What follows belongs to an exercise in optimizing a design on an open flow for small area, a short achievable clock period and few clock cycles per item; a production flow would make more cautious choices.
Function was checked by simulation only, so behaviour that the tests miss may differ from the original.
Power figures rest on the tool's default switching activity, not on a simulated workload.

==> flow/design.v <==
module MUL_radix_4 (
  input clock, reset,
  input flush,
  output in_ready,
  input in_valid,
  input [1:0] in_sign,
  input [31:0] in_a, in_b,
  input out_ready,
  output out_valid,
  output [63:0] out_prod
);
  reg [5:0] state, state_next;
  wire st_idle = state == 0;
  wire st_hold = state == 6'd34;
  reg [33:0] a, a_next;
  reg [33:0] b, b_next;
  wire [67:0] s = {a, 34'b0};
  wire [67:0] ds = {s[66:0], 1'b0};
  wire [67:0] ms = {~a + 1, 34'b0};
  wire [67:0] mds = {ms[66:0], 1'b0};
  reg [67:0] prod, prod_next;
  reg [67:0] prod_next_add;
  always_comb begin
    case ({b[state+1], b[state], b[state-1]})
      3'b001, 3'b010 : prod_next_add = s;
      3'b011         : prod_next_add = ds;
      3'b100         : prod_next_add = mds;
      3'b101, 3'b110 : prod_next_add = ms;
      default        : prod_next_add = 0;
    endcase
  end
  wire [67:0] prod_next_uns = prod + prod_next_add;
  always @(posedge clock) begin
    if (reset) begin
      state <= 0;
    end else begin
      state <= state_next;
      prod <= prod_next;
      a <= a_next;
      b <= b_next;
    end
  end
  wire [33:0] in_sa = {{2{in_sign[1] & in_a[31]}}, in_a};
  wire [67:0] in_s = {in_sa, 34'b0};
  wire [67:0] in_ms = {~in_sa + 1, 34'b0};
  always_comb begin
    state_next = state;
    prod_next = prod;
    a_next = a;
    b_next = b;
    if (in_ready & in_valid) begin
      state_next = flush ? 0 : 6'd2;
      case (in_b[1:0])
        2'b01: prod_next = {{2{in_s[67]}}, in_s[67:2]};
        2'b10: prod_next = {in_ms[67], in_ms[67:1]};
        2'b11: prod_next = {{2{in_ms[67]}}, in_ms[67:2]};
        default: prod_next = 0;
      endcase
      a_next = in_sa;
      b_next = {{2{in_sign[0] & in_b[31]}}, in_b};
    end
    if (st_idle) begin
      if (in_valid) ;
    end else if (st_hold) begin
      if (flush | out_ready) begin
        state_next = 0;
      end
    end else begin
      if (flush) begin
        state_next = 0;
      end else begin
        state_next = state + 6'd2;
        prod_next = {{2{prod_next_uns[67]}}, prod_next_uns[67:2]};
      end
    end
  end
  assign in_ready = st_idle;
  assign out_valid = st_hold;
  assign out_prod = prod[63:0];
endmodule
==> flow/run.sh <==
#!/bin/bash
# synth_recipe.tcl (not shown) runs the flow's synth.tcl, then flattens the netlist and writes it again
# the make line also repeats each setting of config.mk as NAME=value (left out here)
make -C /OpenROAD-flow-scripts/flow DESIGN_CONFIG=/design/flow/config.mk WORK_HOME=/design/flow/orfs CLKGATE_MAP_FILE= SYNTH_SCRIPT=/design/flow/synth_recipe.tcl finish
==> flow/config.mk <==
export PLATFORM = sky130hd
export DESIGN_NAME = MUL_radix_4
export DESIGN_NICKNAME = MUL_radix_4
export VERILOG_FILES = /design/flow/design.v
export SDC_FILE = /design/flow/constraint.sdc
export NUM_CORES = 4
export LEC_CHECK = 0
export CAP_MARGIN = 20
export CORE_MARGIN = 2
export CORE_UTILIZATION = 40
export SLEW_MARGIN = 20
==> flow/constraint.sdc <==
create_clock -name core_clock -period 8.0 [get_ports {clock}]
set_input_delay 1.6000 -clock core_clock [delete_from_list [all_inputs] [get_ports {clock}]]
set_output_delay 1.6000 -clock core_clock [all_outputs]
set_load 0.01 [all_outputs]
==> run notes <==
routing by layer:
| metal | vias to the layer above | GRT usage [%] |
|---|---|---|
| li1 | 4690 | - |
| met4 | 0 | 6.93 |
| met1 | 4741 | 31.5 |
| met3 | 47 | 2.80 |
| met5 | - | 0 |
| met2 | 384 | 33.9 |
flip-flops by register name, indices dropped and copies added (netlist names):
register and flops:
prod 68, b 33, a 33, state 6
worst register-to-register path: cells and delay by family, from the launching register on:
family | cells | cell delay (ps)
AO/OA/AOI/OAI | 8 | 2120
AND/OR/NAND/NOR | 7 | 1790
adder cells (fa/ha/maj) | 2 | 920
buffers and inverters | 3 | 830
multiplexers | 2 | 700
flip-flops | 1 | 310
report_power, final:
part / switching, W / leakage [nW] / internal [W]
Sequential: 0.0000672 / 1.34 / 0.000887
Combinational: 0.000519 / 3.07 / 0.000420
Clock: 0.000406 / 0.297 / 0.000426
placed cells by master (no fill, tap or decap), types with 10 or more instances in the layout:
cell,n
buf_4,15
o211ai_1,26
mux4_2,14
inv_1,25
nor2_1,94
clkdlybuf4s50_1,136
clkbuf_16,17
mux4_1,12
xor2_1,53
a21o_1,20
edfxtp_1,134
nand2b_1,14
a21oi_1,88
o21ai_0,80
nor3b_1,10
nor3_1,42
a221o_1,28
nand2_1,156
xnor2_1,66
ha_1,40
nand3_1,18
or3_1,29
how the worst max path moves through the flow:
stage | endpoint | cells after the start
2_1_floorplan | prod[67] | 25
3_3_place_gp | prod[67] | 22
3_5_place_dp | prod[67] | 22
4_1_cts | prod[67] | 22
5_1_grt | prod[67] | 22
6_report | prod[67] | 22
kinds of logic after synthesis:
kind of cell	synth area share [%]
xor gates and xnor gates	9.20
DFF	35.8
AOI/OAI and AO/OA	18.8
and+or+nand+nor	17.6
buffers and inverters	7.66
adders and majority gates	4.49
muxes	6.43
layout make-up:
type	instances	area [um2]	share of cell area, %
timing repair buffer	151	1470	11.0
multi-input combinational	952	6570	49.1
sequential	140	4140	31.0
clock buffer	17	425	3.18
clock inverter	15	181	1.36
tap	384	480	3.59
inverter	27	101	0.758
metrics by stage:
step	utilization, %	total power, W	worst slack [ps]	hold WS [ps]	cells
2_1_floorplan	-	0.00163	2020	584	1257
3_3_place_gp	44.6	0.00189	1360	617	1654
3_5_place_dp	44.6	0.00190	1200	625	1654
4_1_cts	46.7	0.00273	1160	643	1686
5_1_grt	46.7	0.00287	552	673	1686
6_report	46.7	0.00272	1130	634	1686
==> flow_summary.ini <==
[place]
numPortBuffers = 136
dp_hpwl_mm = 23.5
post_dp_cell_area_um2 = 12800
gp_congestion = 0.903

[floorplanning]
die_y_um = 174
io_pins = 137
initial_utilization_pct = 40.5
rows = 62
die_area_um2 = 30300
die_w_um = 174
core_um2 = 28600

[setup_path]
cp_max_fo = 26
cp.buffers_inverters = 3
rrSetupSlack_ps = 1130
crit_chain = buf_4 > inv_1 > ha_1 > mux4_1 > mux2_2 > a222oi_1 > a21oi_2 > nor2_1 > nand2_1 > buf_4 > o311ai_0 > ha_1 > a21oi_1 > nor2_1 > or3_1 > a41oi_1 > o41ai_1 > o211ai_1 > a21oi_1 > or3_1 > and3_1 > nor4_2
reg2reg_depth = 22
crit_family = compound AO/OA/AOI/OAI gates
crit_type = flip-flop to flip-flop
end_kind = flip-flop
worstSetupStartpoint = state[0]
cpPeakStageDelay_ps = 530
r2r-start = state[0]
reg2reg_to = prod[67]
cp-start-kind = flip-flop
cpMaxStageDelayCell = ha_1
cp.required_ps = 8270
worstPathArrival_ps = 7150

[synthesis]
synthCells = 1257
yosysMostFrequentCell = nand2_1
yosys.area.top_type = edfxtp_1
ys.flop_type = edfxtp_1
synth-async-reset-ratio_pct = 0
synth_edf_count = 134
syn_area_um2 = 11600
ys_seq_area_share_pct = 35.8
synth_seq_cells = 140
synth_top_area_share_pct = 34.7
synth_cell_types = 80
synthTopCellsByArea = edfxtp_1, nand2_1, xnor2_1, ha_1, buf_4
yosys_warnings = 1
syn_nets = 1369
yosys-top-cells-count = nand2_1, edfxtp_1, nor2_1
synth_area_per_cell_um2 = 9.21

[timing]
final-hold-violation-count = 0
fin_crit_sh_pct = 85.9
rsz0062_at_grt = false
worst_pin_slew_ps = 908
clock.fmax_mhz = 146
post-route-min-period_ps = 6870
maxSlewViolCount = 0
finalSetupViolations = 0
fin_tns_setup_ps = 0
max_slew_margin_pct = 39.3
clock-skew-final_ps = 13.4

[routing]
route.met3.wl_mm = 2.03
top_layer = met4
vias = 9862
wirelength_mm = 33.0
wl_met1_mm = 15.4
drt_iter0_markers = 924
drc = 0
routed-wl-met2_mm = 14.9
postRouteAntennaNets = 0
dr.pass1.iters = 5
viasPerCell = 5.85
wl_per_cell_um = 19.6

[final_layout]
syn_to_final_growth_pct = 15.5
stdcell_area_um2 = 13400
drive_gt1_share_pct = 7.30
final_nets = 1401
antenna_cells = 0
fillers = 2699

[clocking]
cts_hold_buffers = 0
clk_latency_ps = 440
path_clk_slew_ps = 80
clock_path_buffers = 2
cts_root_buf = clkbuf_16
numCtsBuffers = 17
cts_sinks = 140
ctsResizeCount = 0
h-tree-depth = 4
postCtsSetupBuffers = 0
cts_tree = built

[worst_hold_path]
min_path_type = flip-flop to flip-flop
worstHoldStart = prod[0]
hold_path_depth = 2
min_to = prod[0]

[global_route]
grt_usage_pct = 21.8
grt_pass1_wl_mm = 52.4
grt-ovfl-total = 0
antenna_found_initial = 0
grt_max_degree = 57
grt_pass1_vias = 9403

[flow_run]
maxCapViolations = 0

[power]
ir_drop_mv = 0.129
power.density_nw_per_um2 = 204
p_leak_nw = 4.71

[run_status]
status = timing/DRC/antenna clean
Testbench counts, summed over its fixed seeds: cycles 9,216, items 512.

-- afterwards: timing with drivers on the ports --
How much do the figures lean on ideal ports? The routed layout below was timed once more, with nothing changed but the port constraints. Step 1 sets driving cells, clkbuf_16 on the clock port and buf_2 on the other inputs (assumed; they add their load-dependent delay and slew). Step 2 adds t to the input delays and takes it off the output delays; t is the mean of the earliest and latest rising clock arrival at the registers after step 1. Input paths then give back, and output paths get back, about the clock's delay inside the block. a / b / c = ideal ports / drivers / drivers and shift; a / b = the first two.
t, ns: 0.485
setup slack, ns: 1.128 / 1.128 / 1.128
hold slack, ns: 0.634 / 0.634 / 0.634
latest minus earliest clock arrival (ns): 0.013 / 0.013
After both steps setup and hold are still met in this run. The setup slack of this run moves by 0.000 ns with the drivers and by 0.000 ns with both steps.
